Background: an optimization exercise with open tools, aiming at small area, a short achievable clock period and few clock cycles. Do not read the settings as production practice.
Function was checked by simulation only, so behaviour that the tests miss may differ from the original.

Setup of v21:
## CVAE_top
module CVAE_top #(
    parameter ADDR_WIDTH = 16,
    parameter DATA_WIDTH = 32
)(
    input wire clk,
    input wire rst_n,
    input wire start,
    output reg finish,
    input wire [DATA_WIDTH-1:0] init_data,
    output reg sram_state_wea,
    output reg [ADDR_WIDTH-1:0] sram_state_addr,
    output wire [DATA_WIDTH-1:0] sram_state_wdata,
    output reg [ADDR_WIDTH-1:0] sram_weight_addr,
    input wire [DATA_WIDTH-1:0] sram_weight_rdata,
    output reg [ADDR_WIDTH-1:0] sram_bias_addr,
    input wire [DATA_WIDTH-1:0] sram_bias_rdata,
    output reg [5:0] seq_lens
);
export LEC_CHECK = 0
export ABC_AREA = 1
export CAP_MARGIN = 20
export CORE_MARGIN = 2
export CORE_UTILIZATION = 40
export CTS_CLUSTER_DIAMETER = 70
export CTS_CLUSTER_SIZE = 30
export SLEW_MARGIN = 20
create_clock -name core_clock -period 13.0 [get_ports {clk}]
standard.sh (not shown) runs the stock make flow with config.mk's settings and CLKGATE_MAP_FILE= SYNTH_SCRIPT=/design/flow/synth_recipe.tcl, a recipe that flattens the netlist after the stock synthesis.
==> flow/flow/run.sh <==
#!/bin/bash
# Standard layout (the standard.sh, all steps unchanged) with a larger
# setup-slack target for the resizer's repair_timing passes, so that it
# works on paths well inside the clock period. The SDC is not touched.
set -euo pipefail
bash standard.sh SETUP_SLACK_MARGIN=8.9 finish > standard_make.log 2>&1
Testbench counts of v21, summed over its fixed seeds: cycles 9,131,180.
Input changes introduced in v43 (baseline for comparison: v21):
Settings: CTS_CLUSTER_SIZE changed from 30 to 24; CTS_CLUSTER_DIAMETER changed from 70 to 60.
--- a/flow/flow/run.sh
+++ b/flow/flow/run.sh
@@ -5,2 +5,2 @@
 set -euo pipefail
-bash standard.sh SETUP_SLACK_MARGIN=8.9 finish > standard_make.log 2>&1
+bash standard.sh SETUP_SLACK_MARGIN=9.1 finish > standard_make.log 2>&1
Notes after the runs:
- Going from v21 to v43, stage delay of the slowest cell on the critical path now sits at about the same level, total number of vias rose 0.63%.
- Higher non-clock buffer instance count of the final layout among v43 and v21: v43
- Hold slack down 4.0 ps in v43 wrt v21
- On first-pass GRT wire length, v21 loses to v43.
Relative to v43, the following input files were edited for v48:
Settings: CORE_UTILIZATION now 30, was 40.
--- a/flow/flow/run.sh
+++ b/flow/flow/run.sh
@@ -5,2 +5,2 @@
 set -euo pipefail
-bash standard.sh SETUP_SLACK_MARGIN=9.1 finish > standard_make.log 2>&1
+bash standard.sh SETUP_SLACK_MARGIN=8.9 finish > standard_make.log 2>&1
Findings:
When v48 is measured against v43, its final worst-path cycle share turns out 0.49 points higher. HPWL after detailed placement ends up lower on v48. v48 against v43: critical path depth rose by 15, clock-buffer cell count fell by 9, core utilization fell by 12 points, setup slack fell by 64 ps.
Inputs modified between v48 and v36:
Settings: an added PLACE_DENSITY of 0.5; a change of CORE_UTILIZATION from 30 to 40.
## What came out
- v36 reached the final stage; the timing, DRC and antenna checks on its layout passed.
- Between v48 and v36, the flow reports die width decreasing by more than 10%.
- The buffer and inverter count on the worst path of v36 falls short of that of v48 by 3.
- Die size: v36 is under v48
- v48 → v36: site row count fell 31, worst slack on hold paths dropped 9.4 ps, weighted congestion at the end of routability-driven global placement lost about 4%.
- v36 vs. v48: global routing usage summed across all routing layers went up by 8.6 points.
- Setup slack in v36 is larger than in v48.

* * *

## job 2437
CVAE_top, a different RTL version from the one above (not shown whole).
Size: roughly 9800 cells after synthesis, about 120000 sq um of cells after synthesis.
// CVAE_top
module CVAE_top #(
    parameter ADDR_WIDTH = 16,
    parameter DATA_WIDTH = 32
)(
    input wire clk,
    input wire rst_n,
    input wire start,
    output reg finish,
    input wire [DATA_WIDTH-1:0] init_data,
    output reg sram_state_wea,
    output reg [ADDR_WIDTH-1:0] sram_state_addr,
    output wire [DATA_WIDTH-1:0] sram_state_wdata,
    output reg [ADDR_WIDTH-1:0] sram_weight_addr,
    input wire [DATA_WIDTH-1:0] sram_weight_rdata,
    output reg [ADDR_WIDTH-1:0] sram_bias_addr,
    input wire [DATA_WIDTH-1:0] sram_bias_rdata,
    output reg [5:0] seq_lens
);
clock: 13.0 ns
lec_check: 0
cap_margin: 20
core_margin: 2
core_utilization: 40
cts_cluster_diameter: 80
cts_cluster_size: 30
slew_margin: 20
==> flow/flow/run.sh <==
#!/bin/bash
# Standard layout (the standard.sh, all steps unchanged) with a larger
# setup-slack target for the resizer's repair_timing passes, so that it
# works on paths well inside the clock period. The SDC is not touched.
set -euo pipefail
bash standard.sh SETUP_SLACK_MARGIN=9 finish > standard_make.log 2>&1
In summary, job 2437 completed successfully, with a layout that passed the timing, DRC and antenna checks.
Testbench counts of job 2437, summed over its fixed seeds: cycles 9,161,276.
Modified inputs, job 3757 compared to job 2437
# job 2437
export LEC_CHECK = 0
export CAP_MARGIN = 20
export CORE_MARGIN = 2
export CORE_UTILIZATION = 40
export CTS_CLUSTER_DIAMETER = 80
export CTS_CLUSTER_SIZE = 30
export SLEW_MARGIN = 20
create_clock -name core_clock -period 13.0 [get_ports {clk}]
# job 3757
export LEC_CHECK = 0
export CAP_MARGIN = 20
export CORE_MARGIN = 2
export CORE_UTILIZATION = 40
export CTS_CLUSTER_DIAMETER = 60
export CTS_CLUSTER_SIZE = 24
export SLEW_MARGIN = 20
create_clock -name core_clock -period 13.0 [get_ports {clk}]
diff --git a/flow/flow/run.sh b/flow/flow/run.sh
--- a/flow/flow/run.sh
+++ b/flow/flow/run.sh
@@ -4,3 +4,3 @@
 # works on paths well inside the clock period. The SDC is not touched.
 set -euo pipefail
-bash standard.sh SETUP_SLACK_MARGIN=9 finish > standard_make.log 2>&1
+bash standard.sh SETUP_SLACK_MARGIN=8.6 finish > standard_make.log 2>&1
[summary]
- Taking job 2437 as the reference, in job 3757 final cell count went down; area of the multi-input gates went down; worst hold slack went down; signal arrival time at the worst endpoint went down; shortest clock period the worst path allows after layout went down.
- Looking only at layout buffer count excluding clock buffers, and setting everything else aside, the higher value of job 2437 and job 3757 goes to job 2437.
- In the reports for job 2437 and job 3757, the larger via count belongs to job 2437.
### job 3757 -> job 5188
diff --git a/flow/flow/run.sh b/flow/flow/run.sh
--- a/flow/flow/run.sh
+++ b/flow/flow/run.sh
@@ -4,3 +4,3 @@
 # works on paths well inside the clock period. The SDC is not touched.
 set -euo pipefail
-bash standard.sh SETUP_SLACK_MARGIN=8.6 finish > standard_make.log 2>&1
+bash standard.sh SETUP_SLACK_MARGIN=9 finish > standard_make.log 2>&1
Findings:
Comparing the two runs side by side, job 5188 comes out ahead of job 3757 on minimum hold slack. For the cell depth of the worst setup path, job 5188 came in 4 higher than job 3757 did. Per the comparison of job 5188 with job 3757, first-iteration DRC count shows an increase of 341, met3 track demand over resource shows an increase of 1.6 points, critical path arrival shows a reduction of 40 ps. Relative to job 3757, required time at the endpoint of the critical path has increased by 40 ps in job 5188. mux4_2 as the library cell contributing the largest single delay on the critical path was reported by job 5188, and fa_1 by job 3757. Job 5188 vs job 3757 — end-of-flow core utilization rose 2.6 points. Job 5188 reports a higher amount of wire on met3 after detailed routing than job 3757 does. Post-route clock period utilization for job 5188 is lower than for job 3757. Compared with job 3757, job 5188 shows a routed length on met2 that is 11000 um higher.
## Diff of input files: job 1371 against job 5188
# job 5188
export LEC_CHECK = 0
export CAP_MARGIN = 20
export CORE_MARGIN = 2
export CORE_UTILIZATION = 40
export CTS_CLUSTER_DIAMETER = 60
export CTS_CLUSTER_SIZE = 24
export SLEW_MARGIN = 20
create_clock -name core_clock -period 13.0 [get_ports {clk}]
# job 1371
export LEC_CHECK = 0
export CAP_MARGIN = 20
export CORE_MARGIN = 2
export CORE_UTILIZATION = 40
export SLEW_MARGIN = 20
create_clock -name core_clock -period 13.0 [get_ports {clk}]
### Flow results
Max post-route worst setup slack across job 1371 and job 5188: job 5188. [job 1371] critical path depth rose 1 relative to job 5188. Going from job 5188 to job 1371, quantity of gates resized following cts shrank by 28, number of CTS-inserted buffers climbed about 50%, area fraction in compound gates after synthesis essentially unchanged. [compare] base=job 5188 new=job 1371: final worst-path cycle share now larger. Sum of routed wire length over all layers (lower): job 5188. Shortest period the worst path allows: job 1371 vs job 5188 up 170 ps.

## port drivers added, routing unchanged
No port has a modelled driver above. Below, the same layouts with a new extraction and two added sets of constraints. Step 1 assumes that a clkbuf_16 drives the clock port and a buf_2 every other input. Step 2 times the ports against the registers' clock, not the clock port: input delays grow and output delays shrink by t, the midpoint of the rising clock arrivals with the driver on. a / b / c = ideal / step 1 / step 2; a / b = the first two.
run | shift t [ns] | setup slack, ns | hold WS [ns] | clock arrival spread, ns | worst data-port slew with drivers (ns)
v21 | 0.973 | 8.850 / 8.781 / 8.287 | 0.291 / 0.291 / 0.291 | 0.138 / 0.138 | 0.11
v43 | 0.968 | 8.856 / 8.758 / 8.454 | 0.287 / 0.287 / 0.287 | 0.109 / 0.109 | 0.09
v48 | 0.999 | 8.792 / 8.714 / 8.248 | 0.261 / 0.261 / 0.261 | 0.139 / 0.139 | 0.19
v36 | 1.002 | 8.887 / 8.785 / 8.300 | 0.252 / 0.252 / 0.252 | 0.105 / 0.104 | 0.08
job 2437 | 0.962 | 8.622 / 8.622 / 8.153 | 0.265 / 0.265 / 0.265 | 0.099 / 0.100 | 0.06
job 3757 | 0.988 | 8.638 / 8.596 / 8.190 | 0.239 / 0.239 / 0.239 | 0.170 / 0.171 | 0.09
job 5188 | 0.977 | 8.711 / 8.711 / 8.204 | 0.281 / 0.281 / 0.281 | 0.139 / 0.139 | 0.06
job 1371 | 0.996 | 8.540 / 8.540 / 8.165 | 0.257 / 0.257 / 0.257 | 0.093 / 0.093 | 0.06
After both steps setup and hold are still met in every run listed. The setup slack of v36, which loses most, moves by -0.102 ns with the drivers and by -0.587 ns with both steps.
